This is an optimization exercise on Yosys and OpenROAD, whose aim is small area, not a production implementation. Where RTL was checked, it was by simulation tests only, not by an equivalence proof against the original. Function not checked in runs 5 and 6: the RTL went through the layout flow alone. Power figures rest on the tool's default switching activity, not on a simulated workload.

===== design/flow/flow/run.sh =====
#!/bin/bash
# Standard ORFS layout (the standard.sh) with these changes:
# - an area-oriented ABC mapping script for synthesis (flow/abc.script, used in
#   place of ORFS's abc_speed.script in a copy of ORFS's scripts folder);
# - the smallest buffer (buf_1) for the port buffers;
# - the synthesis buffers are removed at floorplan, and global placement is not
#   timing-driven;
# - the constant outputs keep synthesis's single tie cell per value (no
#   repair_tie_fanout);
# - CTS inserts no dummy loads.
set -euo pipefail
cp -r "$FLOW_HOME/scripts" ./orfs_scripts
cp flow/abc.script ./orfs_scripts/abc_speed.script
export SCRIPTS_DIR="$PWD/orfs_scripts"
export BUFFER_PORTS_ARGS="-buffer_cell sky130_fd_sc_hd__buf_1"
export REMOVE_ABC_BUFFERS=1
export GPL_TIMING_DRIVEN=0
export SKIP_REPAIR_TIE_FANOUT=1
export CTS_ARGS="-sink_clustering_enable -repair_clock_nets -dont_use_dummy_load"
bash standard.sh > standard_flow.log 2>&1

===== design/flow/config.mk =====
export PLATFORM = sky130hd
export DESIGN_NAME = ALU
export DESIGN_NICKNAME = ALU
export VERILOG_FILES = /design/flow/design.v
export SDC_FILE = /design/flow/constraint.sdc
export NUM_CORES = 4
export LEC_CHECK = 0
export CAP_MARGIN = 20
export CORE_MARGIN = 2
export CORE_UTILIZATION = 40
export PLACE_DENSITY = 0.8
export SLEW_MARGIN = 20

===== design/flow/flow/abc.script =====
&get -n
&st
&dch
&nf
&st
&syn2
&if -g -K 6
&synch2
&nf
&st
&dch -f
&nf -R 1000
&st
&dch -f
&nf -R 1000
&put

===== design/flow/design.v =====
module ALU (
input             clk               ,   
input             rst_n             ,   
input             dcd_req           ,   
input      [3:0]  dcd_opcode        ,   
input      [11:0] dcd_mem_addr      ,   
input      [2:0]  dcd_src_reg_1_addr,   
input      [2:0]  dcd_src_reg_2_addr,   
input      [2:0]  dcd_dst_reg_addr  ,   
input      [15:0] dcd_const         ,   
output reg        dcd_ack           ,   
input      [31:0] data_mem_rd_data  ,   
output reg        data_mem_cen      ,   
output            data_mem_rw       ,   
output     [11:0] data_mem_addr     ,   
output     [31:0] data_mem_rw_data  ,   
input      [15:0] reg_0_rd_data     ,   
input             reg_0_ack         ,   
output reg        reg_0_req         ,   
output            reg_0_rw          ,   
output reg [2:0]  reg_0_addr        ,   
input      [15:0] reg_1_rd_data     ,   
input             reg_1_ack         ,   
output reg        reg_1_req         ,   
output reg        reg_1_rw          ,   
output     [2:0]  reg_1_addr        ,   
output reg [15:0] reg_1_wr_data     ,   
output reg        pc_jump_req       ,   
output     [11:0] pc_jump_addr          
);
wire [3:0] op = dcd_opcode;
wire op_alu = op[2];                               
reg  sub_q;                                        
reg  dcd_req_delay;                                
wire alu_start = dcd_req & ~dcd_req_delay;         
assign data_mem_addr    = dcd_mem_addr;
assign pc_jump_addr     = dcd_mem_addr;
assign data_mem_rw      = ~op[1];
assign data_mem_rw_data = {16'h0000, reg_1_wr_data};    
assign reg_0_rw         = 1'b1;
assign reg_1_addr       = reg_1_rw ? dcd_src_reg_2_addr : dcd_dst_reg_addr;
wire eq = (dcd_const == reg_0_rd_data);
wire        sub = sub_q;                          
wire [15:0] a   = reg_0_rd_data;
wire [15:0] b   = reg_1_rd_data ^ {16{sub}};
wire [16:0] c;           
wire [15:0] s0;          
wire [15:0] s;
genvar i;
generate for (i = 0; i < 16; i = i + 1) begin : g_add
  wire ci = (i == 0) ? sub : (i == 7) ? 1'b0 : c[i];
  assign s0[i]  = a[i] ^ b[i] ^ ci;
  assign c[i+1] = (a[i] & b[i]) | (a[i] & ci) | (b[i] & ci);
end endgenerate
assign s[6:0] = s0[6:0];
wire k7 = c[7];
wire [9:0] t1;       
assign t1[0] = 1'b1;
assign t1[1] = t1[0] & s0[7];
assign t1[2] = t1[1] & s0[8];
assign t1[3] = t1[2] & s0[9];
assign t1[4] = t1[3] & s0[10];
assign t1[5] = t1[4] & s0[11];
assign t1[6] = t1[5] & s0[12];
assign t1[7] = t1[6] & s0[13];
assign t1[8] = t1[7] & s0[14];
assign t1[9] = t1[8] & s0[15];
assign s[15:7] = s0[15:7] ^ ({9{k7}} & t1[8:0]);
wire [15:0] logic_res = (a & reg_1_rd_data) | ({16{op[0]}} & (a | reg_1_rd_data));    
wire [15:0] alu_res   = op[1] ? logic_res : s;
always @(posedge clk or negedge rst_n)
if (~rst_n) begin
  dcd_req_delay <= 1'b0;
  data_mem_cen  <= 1'b0;
  reg_0_req     <= 1'b0;
  reg_1_req     <= 1'b0;
  reg_1_rw      <= 1'b0;
  pc_jump_req   <= 1'b0;
  dcd_ack       <= 1'b0;
end else begin
  dcd_req_delay <= dcd_req;
  data_mem_cen  <= (alu_start & ~op[3] & ~op[2] & ~(op[1] ^ op[0]))
                 | (reg_0_ack & ~op[2] & op[1] & ~op[0]);
  reg_0_req     <= ~reg_0_ack & (reg_0_req | (alu_start & (op[2] | (op[1] & ~op[0]) | (op[3] & op[0]))));
  reg_1_req     <= reg_1_ack ? reg_1_rw
                 : (reg_1_req | (alu_start & (op[2] | (~op[3] & ~op[1] & op[0]))) | (reg_1_rw & ~op[2]));
  reg_1_rw      <= alu_start ? op_alu
                 : op[2] ? (reg_1_rw & ~reg_1_ack) : (data_mem_cen & ~op[1]);
  pc_jump_req   <= (alu_start & op[3] & ~op[0]) | (reg_0_ack & op[3] & op[0] & eq);
  dcd_ack       <= (~reg_1_rw & reg_1_ack) | (op[1] & data_mem_cen)
                 | (alu_start & op[3] & ~op[0]) | (reg_0_ack & op[3] & op[0]);
end
always @(posedge clk) begin
  reg_0_addr <= dcd_src_reg_1_addr;
  sub_q      <= op[2] & ~op[1] & op[0];
end
wire sel_alu  = op[2] & reg_1_rw;
wire sel_hold = op[2] & ~reg_1_rw;
wire sel_c    = ~op[2] & op[0];
wire sel_m    = ~op[2] & ~op[1] & ~op[0];
wire sel_r    = ~op[2] & op[1] & ~op[0];
always @(posedge clk)
  reg_1_wr_data <= ({16{sel_alu}}  & alu_res)
                 | ({16{sel_hold}} & reg_1_wr_data)
                 | ({16{sel_c}}    & dcd_const)
                 | ({16{sel_m}}    & data_mem_rd_data[15:0])
                 | ({16{sel_r}}    & reg_0_rd_data);
endmodule  

===== design/flow/constraint.sdc =====
create_clock -name core_clock -period 5.0 [get_ports {clk}]
set_input_delay 1.0000 -clock core_clock [delete_from_list [all_inputs] [get_ports {clk}]]
set_output_delay 1.0000 -clock core_clock [all_outputs]
set_load 0.01 [all_outputs]

===== design/flow/standard.sh =====
#!/bin/bash
# synth_recipe.tcl (not shown) runs the flow's synth.tcl, then flattens the netlist and writes it again
# the make line also repeats each setting of config.mk as NAME=value (left out here)
make -C /OpenROAD-flow-scripts/flow DESIGN_CONFIG=/design/flow/config.mk WORK_HOME=/design/flow/orfs CLKGATE_MAP_FILE= SYNTH_SCRIPT=/design/flow/synth_recipe.tcl "${@:-finish}"

==> summary.txt, run 1 <==
STA
  – Count of pins over their slew limit: 0
  – Final Hold Fails: 0
  – Final worst-path setup slack: 0.212 ns
  – Worst hold slack: 0.520 ns
  – FMAX: 0.209 GHz
  – RSZ-0062 raised after global routing: false
  – Slew @ Worst Pin: 0.893 ns
  – Clk_skew: 0.0181 ns
  – Relative slew slack: 40.2%
  – Tmin final: 4.79 ns
  – Final worst-path cycle share: 95.8%
  – Final setup vio count: 0

Critical path
  – Worst path most repeated cell: fa_1
  – Setup crit start kind: primary input
  – R2R depth: 15
  – R2R Setup Slk: 0.37 ns
  – R2r endpoint: reg_1_wr_data[15]
  – CP startpoint: reg_1_rd_data[7]
  – Cells along the critical path: buf_1 -> xor2_1 -> ha_1 -> clkinv_1 -> fa_1 -> clkinv_1 -> fa_1 -> fa_1 -> fa_1 -> fa_2 -> fa_1 -> fa_1 -> xor2_1 -> xnor2_1 -> xnor2_1 -> o21ai_0
  – Worst-path fanout max: 3
  – WP data arrival: 4.94 ns
  – Reg-to-reg critical path startpoint: sub_q
  – CP peak stage delay: 0.45 ns
  – CP endpoint kind: flip-flop
  – WS Path Type: primary input to flip-flop
  – WP data required: 5.15 ns
  – Critical-path top delay cell: fa_1

Layout
  – Layout cells sized above 1: 3.69%
  – Commonest cells after routing, fill and taps aside: buf_1, o21ai_0, xor2_1, nand2_1, dfxtp_1
  – Finished Layout Cells: 456
  – Most common cell after layout, fill and taps aside: buf_1
  – Diodes inserted: 0
  – # fillers: 660
  – Nets: 509
  – Area of the multi-input gates: 1570 sq um
  – Final core utilization: 45.0%
  – Post-route cell area: 2840 sq um
  – Area growth syn-to-layout: 8.96%
  – Register area: 577 sq um

Hold path
  – Worst hold start: reg_1_wr_data[2]
  – HP Class: flip-flop to flip-flop
  – WHS Endpoint: reg_1_wr_data[2]
  – Hold path cells: 2

Yosys
  – Prevailing post-synth register cell: dfxtp_1
  – Asr flop ratio synth: 25.9%
  – Mean Syn Cell Area: 8.56 sq um
  – Seq/Total Area, Yosys: 22.1%
  – Cell count after synthesis: 305
  – Count of state elements after synthesis: 27
  – Post-synth EDFFs: 0
  – Post-synthesis cell area: 2610 sq um
  – Post-synth cell types: 39
  – YS warnings: 1

Detailed routing
  – DRC errors left: 0
  – Post-DR wirelength/cell: 18.1 um
  – Final ANT Viol Nets: 0
  – Top Metal Used: met5
  – WL final: 8270 um
  – Drt initial violations: 199
  – Drt first pass iters: 7
  – Post-Route M1 WL: 3280 um
  – Drt via density: 5.75
  – Via count of the routed design: 2620
  – Routed met2 length: 3710 um
  – Met3 WL: 1150 um

Floorplan
  – Io pins: 196
  – Initial Utilization: 41.3%
  – Die H: 84.8 um
  – Core Area: 6310 sq um
  – Full die area: 7190 sq um
  – # rows: 29
  – Width of the die: 84.8 um

Power
  – Max VDD drop: 0.000100 V
  – Leakage: 1.04 nW
  – Pwr/cell area: 237 nW/um^2

Outcome
  – Status: finished clean

Clock network
  – Clock sinks: 27
  – CTS buffer count: 3
  – Deepest clock path buffer count: 2
  – Setup Fix Bufs, Post-CTS: 0
  – Clk root buf: clkbuf_8
  – CTS tree: done
  – Clock slew at reported path FFs: 0.12 ns
  – CTS Hold Buffers Added: 0
  – CTS H-Tree Depth: 1
  – Clock Latency Late Sink: 0.29 ns

Placement
  – Inst Count DP: 453
  – Setup WS pre-CTS: -0.180 ns
  – Post-DP Area: 2790 sq um
  – RePlAce Congestion: 0.872
  – DP Wirelength: 6440 um
  – I/O Buffers: 126

Global route
  – Vias in the first global route: 2555
  – First-pass GRT wire length: 12800 um
  – GRT overflow: 0
  – Total global-route track usage: 22.8%
  – Largest net degree at the start of global routing: 25
  – Initial antenna violation count: 0

Run
  – Max cap viols: 0
## state kept, by name, indices dropped and copies added, names as in the netlist
signal	count
reg_1_wr_data	16
reg_0_addr	3
data_mem_cen	1
dcd_ack	1
dcd_req_delay	1
pc_jump_req	1
reg_0_req	1
reg_1_req	1
reg_1_rw	1
sub_q	1
## synthesized netlist by cell type, types with 4 or more instances
| master | n | area (sq um) |
|---|---|---|
| nand3_1 | 9 | 45.0 |
| a22oi_1 | 6 | 45.0 |
| o21ai_0 | 21 | 105 |
| maj3_1 | 4 | 40.0 |
| ha_1 | 5 | 62.6 |
| o31ai_1 | 4 | 30.0 |
| nor2_1 | 16 | 60.1 |
| a221oi_1 | 10 | 87.6 |
| xnor2_1 | 9 | 78.8 |
| clkinv_1 | 18 | 67.6 |
| a222oi_1 | 12 | 120 |
| a21oi_1 | 18 | 90.1 |
| buf_4 | 57 | 428 |
| dfxtp_1 | 20 | 400 |
| dfrtp_1 | 7 | 175 |
| xor2_1 | 20 | 175 |
| nand2_1 | 20 | 75.1 |
| fa_1 | 13 | 260 |
## power by group
part / switching [mW] / leakage, nW / total [mW] / internal, mW
Clock: 0.0793 / 0.0216 / 0.134 / 0.0544
Combinational: 0.165 / 0.758 / 0.276 / 0.111
Sequential: 0.0220 / 0.258 / 0.264 / 0.242
Total: 0.267 / 1.04 / 0.674 / 0.408
## final cells by class
cell class	count	area share [%]
clock buffers	3	1.45
inverters	18	2.38
repair buffers	128	17.5
well taps	77	3.39
flip-flops and latches	27	20.3
multi-input cells	203	55.0
## per-stage QoR
step           setup TNS [ns]  power, mW
2_1_floorplan               0      0.425
3_3_place_gp          -0.0487      0.531
3_5_place_dp           -0.180      0.542
4_1_cts                     0      0.672
5_1_grt                     0      0.721
6_report                    0      0.674
## timing repair
action	CTS	global route
endpoints found under the setup margin	1	1
gates resized for setup	1	2
pin swaps	0	1
## how the worst max path moves through the flow
stage | endpoint | slack, ns | cells after the start
global route | reg_1_wr_data[15] | 0.02 | 16
finish | reg_1_wr_data[15] | 0.21 | 16
floorplan | reg_1_wr_data[15] | 0.23 | 15
detailed placement | reg_1_wr_data[15] | -0.18 | 16
CTS | reg_1_wr_data[15] | 0.17 | 16
global placement | reg_1_wr_data[15] | -0.05 | 16
## cells by family after synthesis
logic type                 synth area share, %
other                                    0.288
buffers and inverters                     19.0
AOI/OAI and AO/OA                         22.1
and+or+nand+nor                           11.3
DFF                                       22.1
adders and majority gates                 13.9
muxes                                     1.68
xor gates and xnor gates                  9.73
## layer usage
layer / vias to the layer above / track usage, %
li1: 1196 / -
met1: 1215 / 28.4
met3: 14 / 10.0
met4: 2 / 6.93
met5: - / 4.20
met2: 193 / 35.5
## critical path, delay by kind of cell
family                     cells  cell delay (ns)
buffers and inverters          3             0.26
adders and majority gates      8             2.94
AOI/OAI and AO/OA              1             0.08
xor gates and xnor gates       4             0.66
==> run 2, diff against run 1 <==
--- a/design/flow/config.mk
+++ b/design/flow/config.mk
@@ -9,4 +9,3 @@
 export CORE_MARGIN = 2
 export CORE_UTILIZATION = 40
-export PLACE_DENSITY = 0.8
 export SLEW_MARGIN = 20
==> run 2 against run 1 <==
Compared with the run above: worst hold slack worse by 0.012 ns; global-route usage is 0.053 points higher; area after synthesis did not move; critical endpoint unchanged; sequential power about the same; combinational power barely moved; clock-buffer cell count unchanged; utilization shrank 0.14 points; cell count is the same; maximum frequency grew 1.1%; critical path type unchanged; via count decreased by 2.3%.
==> summary.txt, run 2 <==
Floorplan
  – Die H: 84.8 um
  – # rows: 29
  – Initial Utilization: 41.3%
  – Full die area: 7190 sq um
  – Io pins: 196
  – Core Area: 6310 sq um
  – Width of the die: 84.8 um

Yosys
  – Yosys top cell area share: 16.4%
  – Post-synth EDFFs: 0
  – Synth cell count leaders: buf_4, o21ai_0, dfxtp_1, nand2_1, xor2_1
  – Cell count after synthesis: 305
  – Post-synthesis cell area: 2610 sq um
  – YS warnings: 1
  – Area contributors post-synth: buf_4, dfxtp_1, fa_1, dfrtp_1, xor2_1
  – Synth Area in Compound Gates: 22.1%
  – Mux contribution to synthesized area: 1.68%
  – Post-synth cell types: 39
  – Prevailing post-synth register cell: dfxtp_1
  – Xor and xnor area share after synthesis: 9.73%
  – Adder-Cell Fraction of Synth Area: 13.9%
  – Count leader, synth: buf_4
  – Post-synthesis simple-gate area fraction: 11.3%
  – Mean Syn Cell Area: 8.56 sq um
  – Count of state elements after synthesis: 27
  – Post-synth top area cell: buf_4
  – Main combinational cell family by area after synthesis: compound AO/OA/AOI/OAI gates
  – Seq/Total Area, Yosys: 22.1%
  – Asr flop ratio synth: 25.9%

Power
  – Leakage: 1.04 nW
  – Pwr/cell area: 234 nW/um^2
  – Total power: 0.664 mW
  – Max VDD drop: 0.000143 V

Global route
  – Total global-route track usage: 22.9%
  – Vias in the first global route: 2346
  – First-pass GRT wire length: 12800 um
  – GRT overflow: 0
  – Initial antenna violation count: 0
  – Largest net degree at the start of global routing: 25

Layout
  – Reg with most FFs: reg_1_wr_data
  – Diodes inserted: 0
  – Most common cell after layout, fill and taps aside: buf_1
  – Max FFs per register: 16
  – # fillers: 664
  – Layout cells sized above 1: 3.17%
  – Register area: 577 sq um
  – Finished Layout Cells: 456
  – Area of the multi-input gates: 1560 sq um
  – Area growth syn-to-layout: 8.63%
  – Nets: 509
  – Commonest cells after routing, fill and taps aside: buf_1, o21ai_0, xor2_1, nand2_1, dfxtp_1
  – Post-route cell area: 2840 sq um
  – Largest regs: reg_1_wr_data: 16 flops, reg_0_addr: 3 flops

Detailed routing
  – WL final: 8300 um
  – Drt initial violations: 194
  – Drt first pass iters: 5
  – Via count of the routed design: 2559
  – Final ANT Viol Nets: 0
  – Drt via density: 5.61
  – DRC errors left: 0
  – Post-DR wirelength/cell: 18.2 um

Critical path
  – CP peak stage delay: 0.44 ns
  – CP endpoint kind: flip-flop
  – WS Path Type: primary input to flip-flop
  – Reg-to-reg critical path startpoint: sub_q
  – Critical-path top delay cell: fa_1
  – R2r endpoint: reg_1_wr_data[15]
  – R2R depth: 15
  – Worst path most repeated cell: fa_1
  – R2R Setup Slk: 0.41 ns
  – Setup crit start kind: primary input
  – WP data required: 5.15 ns
  – Worst-path fanout max: 3
  – Cells along the critical path: buf_1 -> xor2_1 -> ha_1 -> clkinv_1 -> fa_1 -> clkinv_1 -> fa_1 -> fa_1 -> fa_1 -> fa_1 -> fa_1 -> fa_1 -> xor2_1 -> xnor2_1 -> xnor2_1 -> o21ai_0
  – WP data arrival: 4.89 ns

Clock network
  – Setup Fix Bufs, Post-CTS: 0
  – Clock slew at reported path FFs: 0.10 ns
  – CTS tree: done
  – CTS buffer count: 3
  – CTS H-Tree Depth: 1
  – Clock sinks: 27
  – Clock Latency Late Sink: 0.28 ns
  – Deepest clock path buffer count: 2
  – Clk root buf: clkbuf_8

Placement
  – Post-DP Area: 2790 sq um
  – DP Wirelength: 6540 um
  – Inst Count DP: 453
  – RePlAce Congestion: 0.814
  – Setup WS pre-CTS: -0.151 ns
  – I/O Buffers: 126

Outcome
  – Status: finished clean

STA
  – Clk_skew: 0.0125 ns
  – Relative slew slack: 28.5%
  – Final worst-path setup slack: 0.262 ns
  – Final Hold Fails: 0
  – FMAX: 0.211 GHz
  – Worst hold slack: 0.508 ns
  – Final setup vio count: 0
  – Final worst-path cycle share: 94.8%
  – RSZ-0062 raised after global routing: false
  – Slew @ Worst Pin: 1.07 ns
  – Tmin final: 4.74 ns
  – Count of pins over their slew limit: 0

Hold path
  – HP Class: flip-flop to flip-flop
  – Hold path cells: 2
  – WHS Endpoint: reg_1_wr_data[2]
  – Worst hold start: reg_1_wr_data[2]

Run
  – Max cap viols: 0
[run 2: cell counts after synthesis]
Identical to the previous run, type by type.
[run 2: power breakdown]
part / switching [mW] / leakage, nW / internal, mW / total, mW
combinational: 0.163 / 0.759 / 0.110 / 0.273
clock: 0.0721 / 0.0216 / 0.0543 / 0.126
sequential: 0.0231 / 0.258 / 0.242 / 0.265
total: 0.258 / 1.04 / 0.407 / 0.664
[run 2: logic make-up after synthesis]
family | count (synthesis)
compound gates | 84
buf+inv | 75
simple gates | 62
xor+xnor | 29
flops | 27
fa+ha+maj | 22
mux | 4
other cells | 2
[run 2: worst max-delay path: cells and delay by family]
kind | cells | cell delay [ns]
compound gates | 1 | 0.08
xor+xnor | 4 | 0.62
fa+ha+maj | 8 | 2.94
buf+inv | 3 | 0.24
[run 2: area by class of cell]
| cell class | count | share of cell area (%) |
|---|---|---|
| Clock buffer | 3 | 1.46 |
| Inverter | 18 | 2.38 |
| Multi-Input combinational cell | 203 | 55.0 |
| Sequential cell | 27 | 20.3 |
| Tap cell | 77 | 3.40 |
| Timing Repair Buffer | 128 | 17.4 |
[run 2: how the worst max path moves through the flow]
stage / from / end / cells after the start
6_report: reg_1_rd_data[7] / reg_1_wr_data[15] / 16
5_1_grt: reg_1_rd_data[7] / reg_1_wr_data[15] / 16
4_1_cts: reg_1_rd_data[7] / reg_1_wr_data[15] / 16
3_5_place_dp: reg_1_rd_data[7] / reg_1_wr_data[15] / 16
3_3_place_gp: reg_1_rd_data[7] / reg_1_wr_data[15] / 16
2_1_floorplan: reg_1_rd_data[7] / reg_1_wr_data[15] / 15
[run 2: routing by layer]
layer / wire length [um] / vias to the layer above / GRT usage (%)
li1: - / 1199 / -
met1: 3510 / 1204 / 29.7
met4: 61 / 2 / 4.33
met3: 870 / 7 / 8.26
met2: 3810 / 147 / 36.5
met5: 44 / - / 4.90
[run 2: per-stage QoR]
| stage | utilization, % | setup TNS (ns) |
|---|---|---|
| after global placement | 43.6 | -0.0614 |
| after global routing | 44.9 | 0 |
| final | 44.9 | 0 |
| after floorplan | - | 0 |
| after CTS | 44.8 | 0 |
| after detailed placement | 44.1 | -0.151 |
[run 2: timing repair]
action / CTS / global route
hold buffers: 0 / 0
gates resized for setup: 1 / 1
endpoints found under the hold margin: 0 / 0
endpoints found under the setup margin: 1 / 1
==> run 3, diff against run 2 <==
--- a/design/flow/config.mk
+++ b/design/flow/config.mk
@@ -8,4 +8,4 @@
 export CAP_MARGIN = 20
 export CORE_MARGIN = 2
-export CORE_UTILIZATION = 40
+export CORE_UTILIZATION = 65
 export SLEW_MARGIN = 20
==> run 3 against run 2 <==
Compared with the run above: still clean on timing, DRC and antenna; worst setup slack lost 0.011 ns; critical path depth unchanged; largest power group unchanged; non-clock buffer count unchanged.
==> summary.txt, run 3 <==
Detailed routing
  – Drt initial violations: 230
  – DRC errors left: 0
  – Drt first pass iters: 5
  – Drt via density: 6.19
  – Final ANT Viol Nets: 0
  – WL final: 7840 um
  – Via count of the routed design: 2655
  – Post-DR wirelength/cell: 18.3 um

Floorplan
  – Width of the die: 67.4 um
  – Die H: 67.4 um
  – # rows: 23
  – Initial Utilization: 66.2%
  – Full die area: 4540 sq um
  – Io pins: 196
  – Core Area: 3940 sq um

Clock network
  – CTS H-Tree Depth: 1
  – Clk root buf: clkbuf_8
  – CTS tree: done
  – Clock Latency Late Sink: 0.28 ns
  – Clock slew at reported path FFs: 0.11 ns
  – Deepest clock path buffer count: 2
  – CTS buffer count: 3
  – Clock sinks: 27
  – CTS Hold Buffers Added: 0

Yosys
  – Post-synth EDFFs: 0
  – Area contributors post-synth: buf_4, dfxtp_1, fa_1, dfrtp_1, xor2_1
  – Asr flop ratio synth: 25.9%
  – Post-synth top area cell: buf_4
  – Post-synth cell types: 39
  – Mean Syn Cell Area: 8.56 sq um
  – Count of state elements after synthesis: 27
  – Synth cell count leaders: buf_4, o21ai_0, dfxtp_1, nand2_1, xor2_1
  – Cell count after synthesis: 305
  – Post-synthesis cell area: 2610 sq um
  – Yosys top cell area share: 16.4%
  – Count leader, synth: buf_4
  – Prevailing post-synth register cell: dfxtp_1
  – YS warnings: 1
  – Seq/Total Area, Yosys: 22.1%

Global route
  – Largest net degree at the start of global routing: 25
  – Total global-route track usage: 34.7%
  – First-pass GRT wire length: 11600 um
  – Initial antenna violation count: 0
  – Vias in the first global route: 2380
  – GRT overflow: 0

Critical path
  – Reg-to-reg critical path startpoint: sub_q
  – CP endpoint kind: flip-flop
  – WS Path Type: primary input to flip-flop
  – Setup crit start kind: primary input
  – Critical-path top delay cell: fa_1
  – R2r endpoint: reg_1_wr_data[15]
  – Worst path most repeated cell: fa_1
  – CP peak stage delay: 0.45 ns
  – R2R depth: 15
  – Cells along the critical path: buf_1 -> xor2_1 -> ha_1 -> clkinv_1 -> fa_1 -> clkinv_1 -> fa_1 -> fa_1 -> fa_2 -> fa_1 -> fa_1 -> fa_1 -> xor2_1 -> xnor2_1 -> xnor2_1 -> o21ai_0
  – WP data required: 5.15 ns
  – R2R Setup Slk: 0.43 ns
  – WP data arrival: 4.90 ns
  – CP delay by family, top: adder cells
  – Worst-path fanout max: 3
  – Crit path buf inv count: 3

STA
  – RSZ-0062 raised after global routing: false
  – FMAX: 0.211 GHz
  – Tmin final: 4.75 ns
  – Final Hold Fails: 0
  – Final worst-path setup slack: 0.251 ns
  – Final worst-path cycle share: 95.0%
  – Relative slew slack: 44.2%
  – Count of pins over their slew limit: 0
  – Final setup vio count: 0
  – Clk_skew: 0.0148 ns
  – Slew @ Worst Pin: 0.836 ns
  – Setup TNS: 0 ns

Placement
  – Setup WS pre-CTS: -0.147 ns
  – RePlAce Congestion: 0.863
  – Inst Count DP: 426
  – DP Wirelength: 6050 um
  – I/O Buffers: 126

Run
  – Max cap viols: 0

Layout
  – Commonest cells after routing, fill and taps aside: buf_1, o21ai_0, xor2_1, nand2_1, dfxtp_1
  – Final core utilization: 71.0%
  – Largest regs: reg_1_wr_data: 16 flops, reg_0_addr: 3 flops
  – Nets: 509
  – Area growth syn-to-layout: 7.29%
  – Layout cells sized above 1: 3.43%
  – Most common cell after layout, fill and taps aside: buf_1
  – Reg with most FFs: reg_1_wr_data
  – Max FFs per register: 16
  – Diodes inserted: 0
  – Finished Layout Cells: 429

Power
  – Pwr/cell area: 239 nW/um^2
  – Leakage: 1.04 nW
  – Max VDD drop: 0.000129 V

Hold path
  – Worst hold start: reg_0_req
  – WHS Endpoint: reg_0_req
  – Hold path cells: 2
  – HP Class: flip-flop to flip-flop

Outcome
  – Status: finished clean
==> run 3: cell counts after synthesis <==
No cell type changed its count.
==> run 3: layout make-up <==
| type | instances | area [sq um] |
|---|---|---|
| well taps | 50 | 62.6 |
| flip-flops and latches | 27 | 577 |
| multi-input cells | 203 | 1560 |
| repair buffers | 128 | 493 |
| clock buffers | 3 | 41.3 |
| inverters | 18 | 67.6 |
| fillers | 340 | 1140 |
==> run 3: worst reg2reg max path, delay by kind of cell, from the launching register on <==
| family | cells | cell delay [ns] |
|---|---|---|
| DFF | 1 | 0.67 |
| xor gates and xnor gates | 4 | 0.64 |
| buffers and inverters | 2 | 0.14 |
| AOI/OAI and AO/OA | 1 | 0.08 |
| adders and majority gates | 8 | 2.91 |
==> run 3: metal layers <==
layer | wire length (um) | GRT usage [%]
met1 | 2920 | 41.7
met2 | 3640 | 55.8
met3 | 1130 | 13.8
met4 | 153 | 12.0
met5 | 0 | 6.25
==> run 3: power by group <==
part	total, mW	internal [mW]	switching [mW]
Sequential	0.264	0.242	0.0218
Clock	0.128	0.0543	0.0738
Combinational	0.277	0.110	0.167
Total	0.669	0.406	0.263
==> run 3: worst max path at each step <==
stage,start,end,slack [ns],cells after the start
2_1_floorplan,reg_1_rd_data[7],reg_1_wr_data[15],0.23,15
3_3_place_gp,reg_1_rd_data[7],reg_1_wr_data[15],-0.06,16
3_5_place_dp,reg_1_rd_data[7],reg_1_wr_data[15],-0.15,16
4_1_cts,sub_q,reg_1_wr_data[15],0.03,15
5_1_grt,reg_1_rd_data[7],reg_1_wr_data[15],0.02,16
6_report,reg_1_rd_data[7],reg_1_wr_data[15],0.25,16
==> run 3: through the flow <==
step / hold slack (ns) / total power, mW / cell area (sq um)
floorplan: 0.526 / 0.425 / 2180
global placement: 0.480 / 0.533 / 2720
detailed placement: 0.491 / 0.541 / 2750
CTS: 0.516 / 0.668 / 2790
global route: 0.550 / 0.710 / 2800
finish: 0.510 / 0.669 / 2800
==> run 3: repair_timing <==
action / 4_1_cts / 5_1_grt
setup endpoints to repair: 0 / 2
buffers inserted: 0 / 0
resized for setup: 0 / 2
==> run 3: cell families after synthesis <==
kind of cell	count (synthesis)	share of synthesized area (%)
AOI/OAI and AO/OA	84	22.1
buffers and inverters	75	19.0
and+or+nand+nor	62	11.3
xor gates and xnor gates	29	9.73
DFF	27	22.1
adders and majority gates	22	13.9
muxes	4	1.68
other	2	0.288
==> run 4, diff against run 3 <==
--- a/design/flow/config.mk
+++ b/design/flow/config.mk
@@ -8,4 +8,4 @@
 export CAP_MARGIN = 20
 export CORE_MARGIN = 2
-export CORE_UTILIZATION = 65
+export CORE_UTILIZATION = 55
 export SLEW_MARGIN = 20
==> run 4 against run 3 <==
Compared with the run above: still clean; sequential power about the same; maximum frequency grew 0.71%; via count is 3.2% lower; worst setup slack better by 0.033 ns; clock-buffer cell count stayed put; flip-flop and latch count did not move; cell count rose by 0.93%; register-to-register slack improved by 0.06 ns; clock power about the same; sequential share of layout area unchanged; critical path type unchanged.
==> summary.txt, run 4 <==
Outcome
  – Status: finished clean

Detailed routing
  – Drt via density: 5.93
  – Final ANT Viol Nets: 0
  – Post-DR wirelength/cell: 18.2 um
  – Via count of the routed design: 2569
  – DRC errors left: 0
  – WL final: 7860 um
  – Drt first pass iters: 5
  – Drt initial violations: 130

Layout
  – Area growth syn-to-layout: 7.29%
  – Diodes inserted: 0
  – Layout cells sized above 1: 2.90%
  – Nets: 509
  – Commonest cells after routing, fill and taps aside: buf_1, o21ai_0, xor2_1, nand2_1, dfxtp_1
  – Most common cell after layout, fill and taps aside: buf_1
  – Post-route cell area: 2800 sq um
  – Max FFs per register: 16
  – Finished Layout Cells: 433
  – Largest regs: reg_1_wr_data: 16 flops, reg_0_addr: 3 flops
  – Reg with most FFs: reg_1_wr_data
  – # fillers: 473

Critical path
  – WP data required: 5.16 ns
  – Worst path most repeated cell: fa_1
  – CP endpoint kind: flip-flop
  – Worst-path fanout max: 3
  – CP peak stage delay: 0.44 ns
  – Setup crit start kind: primary input
  – CP delay by family, top: adder cells
  – WS Path Type: primary input to flip-flop
  – Cells along the critical path: buf_1 -> xor2_1 -> ha_1 -> clkinv_1 -> fa_1 -> clkinv_1 -> fa_1 -> fa_1 -> fa_1 -> fa_1 -> fa_1 -> fa_1 -> xor2_1 -> xnor2_1 -> xnor2_1 -> o21ai_0
  – WP data arrival: 4.87 ns
  – Critical-path top delay cell: fa_1
  – Crit path buf inv count: 3

Clock network
  – CTS Hold Buffers Added: 0
  – Setup Fix Bufs, Post-CTS: 0
  – Clock Latency Late Sink: 0.28 ns
  – CTS H-Tree Depth: 1
  – CTS buffer count: 3
  – CTS tree: done
  – Clock sinks: 27
  – Clock slew at reported path FFs: 0.10 ns
  – Cts repair resizes: 0
  – Deepest clock path buffer count: 2
  – Clk root buf: clkbuf_8

STA
  – Final setup vio count: 0
  – Worst hold slack: 0.511 ns
  – Tmin final: 4.72 ns
  – Clk_skew: 0.00331 ns
  – Final worst-path cycle share: 94.3%
  – Slew @ Worst Pin: 1.08 ns
  – FMAX: 0.212 GHz
  – Final Hold Fails: 0
  – RSZ-0062 raised after global routing: false
  – Count of pins over their slew limit: 0
  – Relative slew slack: 27.7%

Global route
  – GRT overflow: 0
  – Largest net degree at the start of global routing: 25
  – Initial antenna violation count: 0
  – Vias in the first global route: 2356
  – Total global-route track usage: 29.9%
  – First-pass GRT wire length: 11900 um

Power
  – Pwr/cell area: 237 nW/um^2
  – Leakage: 1.04 nW
  – Clock power frac: 19.2%
  – Max VDD drop: 0.000112 V
  – Net switching power: 0.259 mW
  – Sw Share: 39.0%
  – Logic pwr share: 41.0%
  – Int Power: 0.406 mW
  – Flop pwr share: 39.9%
  – Total power: 0.665 mW

Floorplan
  – Die H: 72.9 um
  – Initial Utilization: 56.0%
  – Full die area: 5310 sq um
  – Io pins: 196
  – Core Area: 4660 sq um
  – Width of the die: 72.9 um
  – # rows: 25

Placement
  – RePlAce Congestion: 0.818
  – DP Wirelength: 6110 um
  – I/O Buffers: 126
  – Inst Count DP: 430
  – Post-DP Area: 2760 sq um

Yosys
  – Yosys top cell area share: 16.4%
  – Mean Syn Cell Area: 8.56 sq um
  – Synth cell count leaders: buf_4, o21ai_0, dfxtp_1, nand2_1, xor2_1
  – Post-synth cell types: 39
  – Post-synthesis cell area: 2610 sq um
  – Post-synth top area cell: buf_4
  – Area contributors post-synth: buf_4, dfxtp_1, fa_1, dfrtp_1, xor2_1
  – Prevailing post-synth register cell: dfxtp_1
  – Count of state elements after synthesis: 27
  – Count leader, synth: buf_4
  – Cell count after synthesis: 305
  – Asr flop ratio synth: 25.9%
  – Post-synth EDFFs: 0
  – YS warnings: 1
  – Seq/Total Area, Yosys: 22.1%

Hold path
  – HP Class: flip-flop to flip-flop

Run
  – Max cap viols: 0
run 4: cell families after synthesis:
logic type	synth area share [%]
AOI/OAI and AO/OA	22.1
buffers and inverters	19.0
and+or+nand+nor	11.3
xor gates and xnor gates	9.73
DFF	22.1
adders and majority gates	13.9
muxes	1.68
other	0.288
run 4: worst paths after layout:
path                                   from                end  cells past startpoint  slack, ns
setup / recovery           reg_1_rd_data[7]  reg_1_wr_data[15]                     16       0.28
hold / removal                    reg_0_req          reg_0_req                      2       0.51
setup reg to reg                      sub_q  reg_1_wr_data[15]                     15       0.49
hold reg to reg                   reg_0_req          reg_0_req                      2       0.51
max in group asynchronous             rst_n       data_mem_cen                      1       4.12
min in group asynchronous             rst_n      dcd_req_delay                      1       0.60
run 4: worst min-delay path: stages (launching register included):
cell and delay (ns):
dfrtp_1 0.36, a21oi_1 0.04, nor2_1 0.08
run 4: routing by layer:
layer	wire length, um	up-vias	part of all wire, %	GRT usage (%)
met4	119	2	1.5	8.02
met3	1010	14	13	11.3
met1	3290	1184	42	40.0
met2	3410	163	43	44.7
li1	-	1206	-	-
met5	44	-	0.56	7.07
run 4: power groups by stage:
stage / Combinational [mW] / Clock (mW) / Sequential (mW)
final: 0.272 / 0.127 / 0.265
after global routing: 0.309 / 0.139 / 0.269
after CTS: 0.273 / 0.132 / 0.265
after detailed placement: 0.272 / 0 / 0.270
after global placement: 0.266 / 0 / 0.270
after floorplan: 0.136 / 0 / 0.289
run 4: area by class of cell:
| cell class | instances | area (sq um) | area share (%) |
|---|---|---|---|
| multi-input cells | 203 | 1550 | 55.5 |
| flip-flops and latches | 27 | 577 | 20.6 |
| well taps | 54 | 67.6 | 2.41 |
| clock buffers | 3 | 41.3 | 1.47 |
| inverters | 18 | 67.6 | 2.41 |
| repair buffers | 128 | 493 | 17.6 |
run 4: per-stage QoR:
| step | worst slack [ns] | util [%] | setup TNS [ns] |
|---|---|---|---|
| 2_1_floorplan | 0.228 | - | 0 |
| 3_3_place_gp | -0.0669 | 58.4 | -0.0669 |
| 3_5_place_dp | -0.0999 | 59.1 | -0.0999 |
| 4_1_cts | 0.0883 | 60.0 | 0 |
| 5_1_grt | 0.00615 | 60.1 | 0 |
| 6_report | 0.284 | 60.1 | 0 |
==> run 5, diff against run 4 <==
--- a/design/flow/design.v
+++ b/design/flow/design.v
@@ -49,22 +49,21 @@
 genvar i;
 generate for (i = 0; i < 16; i = i + 1) begin : g_add
-  wire ci = (i == 0) ? sub : (i == 7) ? 1'b0 : c[i];
+  wire ci = (i == 0) ? sub : (i == 8) ? 1'b0 : c[i];
   assign s0[i]  = a[i] ^ b[i] ^ ci;
   assign c[i+1] = (a[i] & b[i]) | (a[i] & ci) | (b[i] & ci);
 end endgenerate
-assign s[6:0] = s0[6:0];
-wire k7 = c[7];
-wire [9:0] t1;       
+assign s[7:0] = s0[7:0];
+wire k8 = c[8];
+wire [8:0] t1;       
 assign t1[0] = 1'b1;
-assign t1[1] = t1[0] & s0[7];
-assign t1[2] = t1[1] & s0[8];
-assign t1[3] = t1[2] & s0[9];
-assign t1[4] = t1[3] & s0[10];
-assign t1[5] = t1[4] & s0[11];
-assign t1[6] = t1[5] & s0[12];
-assign t1[7] = t1[6] & s0[13];
-assign t1[8] = t1[7] & s0[14];
-assign t1[9] = t1[8] & s0[15];
-assign s[15:7] = s0[15:7] ^ ({9{k7}} & t1[8:0]);
+assign t1[1] = t1[0] & s0[8];
+assign t1[2] = t1[1] & s0[9];
+assign t1[3] = t1[2] & s0[10];
+assign t1[4] = t1[3] & s0[11];
+assign t1[5] = t1[4] & s0[12];
+assign t1[6] = t1[5] & s0[13];
+assign t1[7] = t1[6] & s0[14];
+assign t1[8] = t1[7] & s0[15];
+assign s[15:8] = s0[15:8] ^ ({8{k8}} & t1[7:0]);
 wire [15:0] logic_res = (a & reg_1_rd_data) | ({16{op[0]}} & (a | reg_1_rd_data));    
 wire [15:0] alu_res   = op[1] ? logic_res : s;
--- a/design/flow/config.mk
+++ b/design/flow/config.mk
@@ -8,4 +8,4 @@
 export CAP_MARGIN = 20
 export CORE_MARGIN = 2
-export CORE_UTILIZATION = 55
+export CORE_UTILIZATION = 40
 export SLEW_MARGIN = 20
==> run 5 against run 4 <==
Compared with the run above: still clean on timing, DRC and antenna; routed wire length rose by 3.6%; sequential share of layout area fell by 0.23 points; non-clock buffer count fell by 1; clock-buffer cell count did not move; first-iteration DRC count rose by 26%; register-to-register slack barely moved; combinational power rose by 3%; die area rose by 35%; utilization fell by 15 points; synthesized cell count fell by 1.3%; final area rose by 1.1%; highest routed layer unchanged.
==> summary.txt, run 5 <==
Critical path
  – Setup crit start kind: primary input
  – R2r endpoint: reg_1_wr_data[15]
  – Reg-to-reg critical path startpoint: sub_q
  – Critical-path top delay cell: fa_1
  – WS Path Type: primary input to flip-flop
  – CP endpoint kind: flip-flop
  – CP peak stage delay: 0.46 ns
  – R2R depth: 15
  – Cells along the critical path: buf_1 -> mux2i_1 -> fa_1 -> fa_1 -> clkinv_1 -> fa_1 -> fa_1 -> fa_1 -> fa_1 -> clkinv_1 -> fa_1 -> clkinv_1 -> ha_1 -> a222oi_1 -> nand2_1
  – CP startpoint: reg_1_rd_data[0]
  – Worst-path fanout max: 3
  – WP data required: 5.18 ns
  – R2R Setup Slk: 0.50 ns
  – Worst path most repeated cell: fa_1
  – WP data arrival: 4.92 ns

Clock network
  – Clock slew at reported path FFs: 0.11 ns
  – CTS H-Tree Depth: 1
  – Clock Latency Late Sink: 0.28 ns
  – Deepest clock path buffer count: 2
  – Clock sinks: 27
  – Setup Fix Bufs, Post-CTS: 0
  – CTS tree: done
  – CTS buffer count: 3
  – Clk root buf: clkbuf_8

Floorplan
  – Die H: 84.7 um
  – # rows: 29
  – Width of the die: 84.7 um
  – Core Area: 6310 sq um
  – Initial Utilization: 41.3%
  – Full die area: 7180 sq um
  – Io pins: 196

Yosys
  – Post-synth EDFFs: 0
  – Area contributors post-synth: buf_4, dfxtp_1, fa_1, xor2_1, dfrtp_1
  – Mean Syn Cell Area: 8.66 sq um
  – Cell count after synthesis: 301
  – Yosys top cell area share: 16.4%
  – Count leader, synth: buf_4
  – Synth cell count leaders: buf_4, o21ai_0, xor2_1
  – Seq/Total Area, Yosys: 22.1%
  – Post-synthesis cell area: 2610 sq um
  – Count of state elements after synthesis: 27
  – Post-synth top area cell: buf_4
  – YS warnings: 1
  – Asr flop ratio synth: 25.9%
  – Prevailing post-synth register cell: dfxtp_1
  – Post-synth cell types: 42

Layout
  – Finished Layout Cells: 451
  – Most common cell after layout, fill and taps aside: buf_1
  – Final core utilization: 44.8%
  – Layout cells sized above 1: 3.21%
  – Max FFs per register: 16
  – Largest regs: reg_1_wr_data: 16 flops, reg_0_addr: 3 flops
  – Commonest cells after routing, fill and taps aside: buf_1, xor2_1, o21ai_0
  – Nets: 504
  – Post-route cell area: 2830 sq um
  – Reg with most FFs: reg_1_wr_data
  – Diodes inserted: 0
  – Area growth syn-to-layout: 8.64%
  – # fillers: 662

STA
  – Final worst-path cycle share: 95.0%
  – Relative slew slack: 30.7%
  – FMAX: 0.211 GHz
  – Clk_skew: 0.0108 ns
  – RSZ-0062 raised after global routing: false
  – Count of pins over their slew limit: 0
  – Final setup vio count: 0
  – Final Hold Fails: 0
  – Slew @ Worst Pin: 1.04 ns
  – Tmin final: 4.75 ns

Detailed routing
  – DRC errors left: 0
  – WL final: 8150 um
  – Post-DR wirelength/cell: 18.1 um
  – Routed met2 length: 3750 um
  – Top Metal Used: met5
  – Drt initial violations: 164
  – Drt first pass iters: 5
  – Via count of the routed design: 2542
  – Post-Route M1 WL: 3440 um
  – Final ANT Viol Nets: 0
  – Drt via density: 5.64
  – Met3 WL: 848 um

Global route
  – First-pass GRT wire length: 12600 um
  – Initial antenna violation count: 0
  – Total global-route track usage: 22.5%
  – Largest net degree at the start of global routing: 27
  – GRT overflow: 0
  – Vias in the first global route: 2426

Hold path
  – Hold path cells: 2
  – HP Class: flip-flop to flip-flop
  – Worst hold start: reg_0_req
  – WHS Endpoint: reg_0_req

Power
  – Logic pwr share: 41.6%
  – Sw Share: 38.8%
  – Pwr/cell area: 238 nW/um^2
  – Total power: 0.673 mW
  – Clock power frac: 19.2%
  – Flop pwr share: 39.2%
  – Int Power: 0.412 mW
  – Net switching power: 0.261 mW
  – Max VDD drop: 0.000103 V
  – Leakage: 1.04 nW

Outcome
  – Status: finished clean

Run
  – Max cap viols: 0

Placement
  – Inst Count DP: 448
  – I/O Buffers: 126
  – DP Wirelength: 6280 um
  – RePlAce Congestion: 0.815
  – Post-DP Area: 2770 sq um
[run 5: routing by layer]
metal  vias to the layer above  global-route usage [%]
li1                       1189                       -
met3                        13                    8.36
met1                      1204                    28.6
met5                         -                    4.90
met4                         2                    3.90
met2                       134                    36.6
[run 5: kinds of logic after synthesis]
family | synth area share, %
buffers and inverters | 18.7
xor gates and xnor gates | 10.8
AOI/OAI and AO/OA | 22.5
other | 0.288
and+or+nand+nor | 10.5
muxes | 1.68
DFF | 22.1
adders and majority gates | 13.5
[run 5: area by class of cell]
| cell class | instances | area [sq um] | share of cell area [%] |
|---|---|---|---|
| timing repair buffer | 127 | 485 | 17.1 |
| clock buffer | 3 | 41.3 | 1.46 |
| inverter | 16 | 60.1 | 2.12 |
| sequential | 27 | 577 | 20.4 |
| tap | 77 | 96.3 | 3.40 |
| multi-input combinational | 201 | 1570 | 55.5 |
[run 5: worst max-delay path, delay by kind of cell]
kind	cells	cell delay, ns
buf+inv	4	0.44
mux	1	0.32
fa+ha+maj	8	2.78
compound gates	1	0.31
simple gates	1	0.08
[run 5: how the worst max path moves through the flow]
stage	to	slack, ns	cells past startpoint
3_3_place_gp	reg_1_wr_data[15]	-0.19	16
4_1_cts	reg_1_wr_data[15]	0.06	16
5_1_grt	reg_1_wr_data[8]	0.01	15
3_5_place_dp	reg_1_wr_data[15]	-0.24	16
6_report	reg_1_wr_data[8]	0.25	15
2_1_floorplan	reg_1_wr_data[15]	0.48	15
[run 5: what timing repair did]
item,in CTS,in global routing
hold buffers,0,0
gates resized for setup,1,3
pin swaps,0,0
setup endpoints to repair,1,2
[run 5: power by group through the flow]
stage | clock network [mW] | registers [mW] | logic, mW
CTS | 0.135 | 0.264 | 0.277
global route | 0.142 | 0.267 | 0.314
floorplan | 0 | 0.289 | 0.138
finish | 0.129 | 0.264 | 0.280
global placement | 0 | 0.267 | 0.269
detailed placement | 0 | 0.269 | 0.276
[run 5: metrics by stage]
| stage | setup slack [ns] | hold WS [ns] | setup TNS (ns) |
|---|---|---|---|
| 2_1_floorplan | 0.478 | 0.526 | 0 |
| 3_3_place_gp | -0.186 | 0.486 | -0.186 |
| 3_5_place_dp | -0.243 | 0.498 | -0.307 |
| 4_1_cts | 0.0645 | 0.525 | 0 |
| 5_1_grt | 0.0141 | 0.547 | 0 |
| 6_report | 0.252 | 0.518 | 0 |
==> run 6, diff against run 5 <==
--- a/design/flow/design.v
+++ b/design/flow/design.v
@@ -49,21 +49,23 @@
 genvar i;
 generate for (i = 0; i < 16; i = i + 1) begin : g_add
-  wire ci = (i == 0) ? sub : (i == 8) ? 1'b0 : c[i];
+  wire ci = (i == 0) ? sub : (i == 6) ? 1'b0 : c[i];
   assign s0[i]  = a[i] ^ b[i] ^ ci;
   assign c[i+1] = (a[i] & b[i]) | (a[i] & ci) | (b[i] & ci);
 end endgenerate
-assign s[7:0] = s0[7:0];
-wire k8 = c[8];
-wire [8:0] t1;       
+assign s[5:0] = s0[5:0];
+wire k6 = c[6];
+wire [10:0] t1;       
 assign t1[0] = 1'b1;
-assign t1[1] = t1[0] & s0[8];
-assign t1[2] = t1[1] & s0[9];
-assign t1[3] = t1[2] & s0[10];
-assign t1[4] = t1[3] & s0[11];
-assign t1[5] = t1[4] & s0[12];
-assign t1[6] = t1[5] & s0[13];
-assign t1[7] = t1[6] & s0[14];
-assign t1[8] = t1[7] & s0[15];
-assign s[15:8] = s0[15:8] ^ ({8{k8}} & t1[7:0]);
+assign t1[1] = t1[0] & s0[6];
+assign t1[2] = t1[1] & s0[7];
+assign t1[3] = t1[2] & s0[8];
+assign t1[4] = t1[3] & s0[9];
+assign t1[5] = t1[4] & s0[10];
+assign t1[6] = t1[5] & s0[11];
+assign t1[7] = t1[6] & s0[12];
+assign t1[8] = t1[7] & s0[13];
+assign t1[9] = t1[8] & s0[14];
+assign t1[10] = t1[9] & s0[15];
+assign s[15:6] = s0[15:6] ^ ({10{k6}} & t1[9:0]);
 wire [15:0] logic_res = (a & reg_1_rd_data) | ({16{op[0]}} & (a | reg_1_rd_data));    
 wire [15:0] alu_res   = op[1] ? logic_res : s;
==> run 6 against run 5 <==
Compared with the run above: clock-buffer cell count unchanged; maximum frequency is 0.53% higher; utilization increased by 0.35 points; flip-flop and latch count unchanged; cell count up 2.2%; power fell by 0.27%; worst setup slack improved by 0.025 ns; sequential power about the same; die area grew 0.86%; worst hold slack got worse by 0.0079 ns; routed wire length is 3.8% higher; critical endpoint is now reg_1_wr_data[15]; largest cell class unchanged; largest power group unchanged.
==> summary.txt, run 6 <==
Global route
  – Initial antenna violation count: 0
  – GRT overflow: 0
  – Total global-route track usage: 22.9%
  – Vias in the first global route: 2505
  – First-pass GRT wire length: 13000 um
  – Largest net degree at the start of global routing: 25

Layout
  – Area growth syn-to-layout: 9.13%
  – Diodes inserted: 0
  – Reg with most FFs: reg_1_wr_data
  – Max FFs per register: 16
  – Commonest cells after routing, fill and taps aside: buf_1, nor2_1, clkinv_1, nand2_1, dfxtp_1
  – Nets: 514
  – Largest regs: reg_1_wr_data: 16 flops, reg_0_addr: 3 flops
  – Layout cells sized above 1: 4.95%
  – Most common cell after layout, fill and taps aside: buf_1

Yosys
  – Count of state elements after synthesis: 27
  – Yosys top cell area share: 16.3%
  – Post-synth cell types: 41
  – YS warnings: 1
  – Post-synthesis cell area: 2630 sq um
  – Area contributors post-synth: buf_4, dfxtp_1, fa_1, dfrtp_1, xor2_1
  – Synth cell count leaders: buf_4, nor2_1, dfxtp_1
  – Count leader, synth: buf_4
  – Post-synth EDFFs: 0
  – Mean Syn Cell Area: 8.51 sq um
  – Prevailing post-synth register cell: dfxtp_1
  – Cell count after synthesis: 309
  – Post-synth top area cell: buf_4
  – Asr flop ratio synth: 25.9%
  – Seq/Total Area, Yosys: 21.9%

STA
  – Setup TNS: 0 ns
  – Slew @ Worst Pin: 0.849 ns
  – FMAX: 0.212 GHz
  – Clk_skew: 0.0309 ns
  – Final worst-path cycle share: 94.5%
  – Final Hold Fails: 0
  – Worst hold slack: 0.510 ns
  – Final setup vio count: 0
  – Relative slew slack: 43.2%
  – Count of pins over their slew limit: 0
  – RSZ-0062 raised after global routing: false
  – Tmin final: 4.72 ns

Critical path
  – WP data arrival: 4.96 ns
  – R2r endpoint: reg_1_wr_data[15]
  – Setup crit start kind: primary input
  – Reg-to-reg critical path startpoint: sub_q
  – CP endpoint kind: flip-flop
  – R2R Setup Slk: 0.47 ns
  – Worst-path fanout max: 2
  – WS Path Type: primary input to flip-flop
  – R2R depth: 17
  – WP data required: 5.24 ns

Clock network
  – CTS H-Tree Depth: 1
  – Clock Latency Late Sink: 0.29 ns
  – Setup Fix Bufs, Post-CTS: 0
  – CTS buffer count: 3
  – CTS Hold Buffers Added: 0
  – Clock slew at reported path FFs: 0.12 ns
  – CTS tree: done
  – Clk root buf: clkbuf_8
  – Deepest clock path buffer count: 2
  – Clock sinks: 27

Detailed routing
  – Via count of the routed design: 2634
  – Drt first pass iters: 5
  – WL final: 8450 um
  – Final ANT Viol Nets: 0
  – DRC errors left: 0
  – Drt via density: 5.71
  – Drt initial violations: 182
  – Post-DR wirelength/cell: 18.3 um

Outcome
  – Status: finished clean

Power
  – Net switching power: 0.261 mW
  – Logic pwr share: 41.3%
  – Leakage: 1.05 nW
  – Flop pwr share: 39.4%
  – Sw Share: 38.9%
  – Int Power: 0.410 mW
  – Max VDD drop: 0.000120 V
  – Pwr/cell area: 234 nW/um^2
  – Clock power frac: 19.3%

Run
  – Max cap viols: 0

Hold path
  – Hold path cells: 2
  – Worst hold start: reg_0_req
  – WHS Endpoint: reg_0_req
  – HP Class: flip-flop to flip-flop

Floorplan
  – # rows: 29
  – Core Area: 6350 sq um
  – Die H: 85.1 um
  – Width of the die: 85.1 um
  – Initial Utilization: 41.4%
  – Io pins: 196
  – Full die area: 7240 sq um

Placement
  – RePlAce Congestion: 0.803
  – I/O Buffers: 126
  – DP Wirelength: 6620 um
## run 6: cell count changes in the layout (fill, tap and decap cells not counted), sizes merged, moves of 3 or more
cell,change
nand3,+3
a222oi,+5
and3,+4
nor3,+4
xor2,-5
a22oi,-3
clkinv,+3
o21ai,-10
nor2,+6
a221oi,-5
a22o,-3
## run 6: how the worst max path moves through the flow
stage,from,end,slack [ns],depth (start not counted)
2_1_floorplan,reg_1_rd_data[6],reg_1_wr_data[15],-0.21,17
3_3_place_gp,reg_1_rd_data[6],reg_1_wr_data[15],-0.55,18
3_5_place_dp,reg_1_rd_data[6],reg_1_wr_data[15],-0.59,18
4_1_cts,reg_1_rd_data[6],reg_1_wr_data[15],0.02,18
5_1_grt,reg_1_rd_data[6],reg_1_wr_data[15],0.03,18
6_report,reg_1_rd_data[6],reg_1_wr_data[15],0.28,18
## run 6: area by class of cell
class | instances | area, sq um
fill | 666 | 3480
multi-input combinational | 206 | 1590
sequential | 27 | 577
timing repair buffer | 129 | 497
tap | 77 | 96.3
inverter | 19 | 71.3
clock buffer | 3 | 41.3
## run 6: kinds of logic (layout without fill, tap and decap cells)
kind of cell	after synthesis	after routing	share of synthesized area, %
compound gates	75	75	20.4
xor+xnor	29	29	9.66
fa+ha+maj	21	21	13.4
buf+inv	76	151	19.0
flops	27	27	21.9
mux	4	4	1.67
other cells	2	2	0.286
simple gates	75	75	13.7
## run 6: critical path, stage by stage
cell and delay, ns:
buf_1 0.10, xor2_1 0.14, ha_1 0.20, clkinv_1 0.06, fa_1 0.16, clkinv_1 0.07, fa_2 0.34, fa_2 0.35
fa_2 0.37, fa_2 0.36, fa_2 0.37, fa_2 0.35, fa_2 0.36, xor2_1 0.16, xnor2_1 0.19, xnor2_1 0.14
nand2_1 0.07, nand4_1 0.14
## run 6: per-layer routing
layer  share of wire, %  global-route usage (%)  up-vias
met5               0.50                    6.29        -
met4                1.0                    5.48        2
met3                 13                    8.95        8
met2                 45                    36.1      169
met1                 40                    29.1     1243
li1                   -                       -     1212
## run 6: timing repair
| item | CTS | global route |
|---|---|---|
| resized for setup | 6 | 2 |
| pin swaps | 1 | 7 |
| setup endpoints to repair | 2 | 1 |
## run 6: per-stage QoR
step           total power, mW  cell area (sq um)  cells  setup slack (ns)  util (%)
4_1_cts                  0.674               2860    461            0.0245      45.1
5_1_grt                  0.724               2870    461            0.0264      45.2
6_report                 0.671               2870    461             0.277      45.2
3_3_place_gp             0.535               2770    455            -0.548      43.6
3_5_place_dp             0.542               2810    458            -0.586      44.2
2_1_floorplan            0.425               2200    252            -0.209         -
## run 6: power groups by stage
stage                     Combinational (mW)  Sequential [mW]  Clock [mW]
final                                  0.277            0.264       0.130
after global routing                   0.312            0.268       0.144
after CTS                              0.278            0.264       0.131
after detailed placement               0.273            0.269           0
after global placement                 0.268            0.267           0
after floorplan                        0.136            0.289           0

-- re-timing with driven ports --
In the flow no input, the clock included, has a driving cell. The finished layouts below were timed again as built, in two steps. Step 1 assumes that a clkbuf_16 drives the clock port and a buf_2 every other input. Step 2 times the ports against the registers' clock, not the clock port: input delays grow and output delays shrink by t, the midpoint of the rising clock arrivals with the driver on. a / b / c = no drivers / after step 1 / after step 2; a / b = the first two.
| run | t, ns | setup slack, ns | worst setup path after step 2 | worst register clock-pin slew, ns | cell pins on the clock port's net |
|---|---|---|---|---|---|
| run 1 | 0.307 | 0.212 / 0.199 / -0.108 | input to register | 0.12 / 0.12 | 1 |
| run 2 | 0.303 | 0.262 / 0.252 / -0.052 | input to register | 0.10 / 0.10 | 1 |
| run 3 | 0.304 | 0.251 / 0.256 / -0.048 | input to register | 0.11 / 0.11 | 1 |
| run 4 | 0.305 | 0.284 / 0.286 / -0.020 | input to register | 0.10 / 0.10 | 1 |
| run 5 | 0.307 | 0.252 / 0.255 / -0.052 | input to register | 0.11 / 0.11 | 1 |
| run 6 | 0.303 | 0.277 / 0.287 / -0.017 | input to register | 0.12 / 0.12 | 1 |
With both steps, setup timing fails in every run listed, where it was met with ideal ports. For run 1, which loses most, drivers alone change the setup slack by -0.013 ns; drivers and shift together by -0.320 ns.
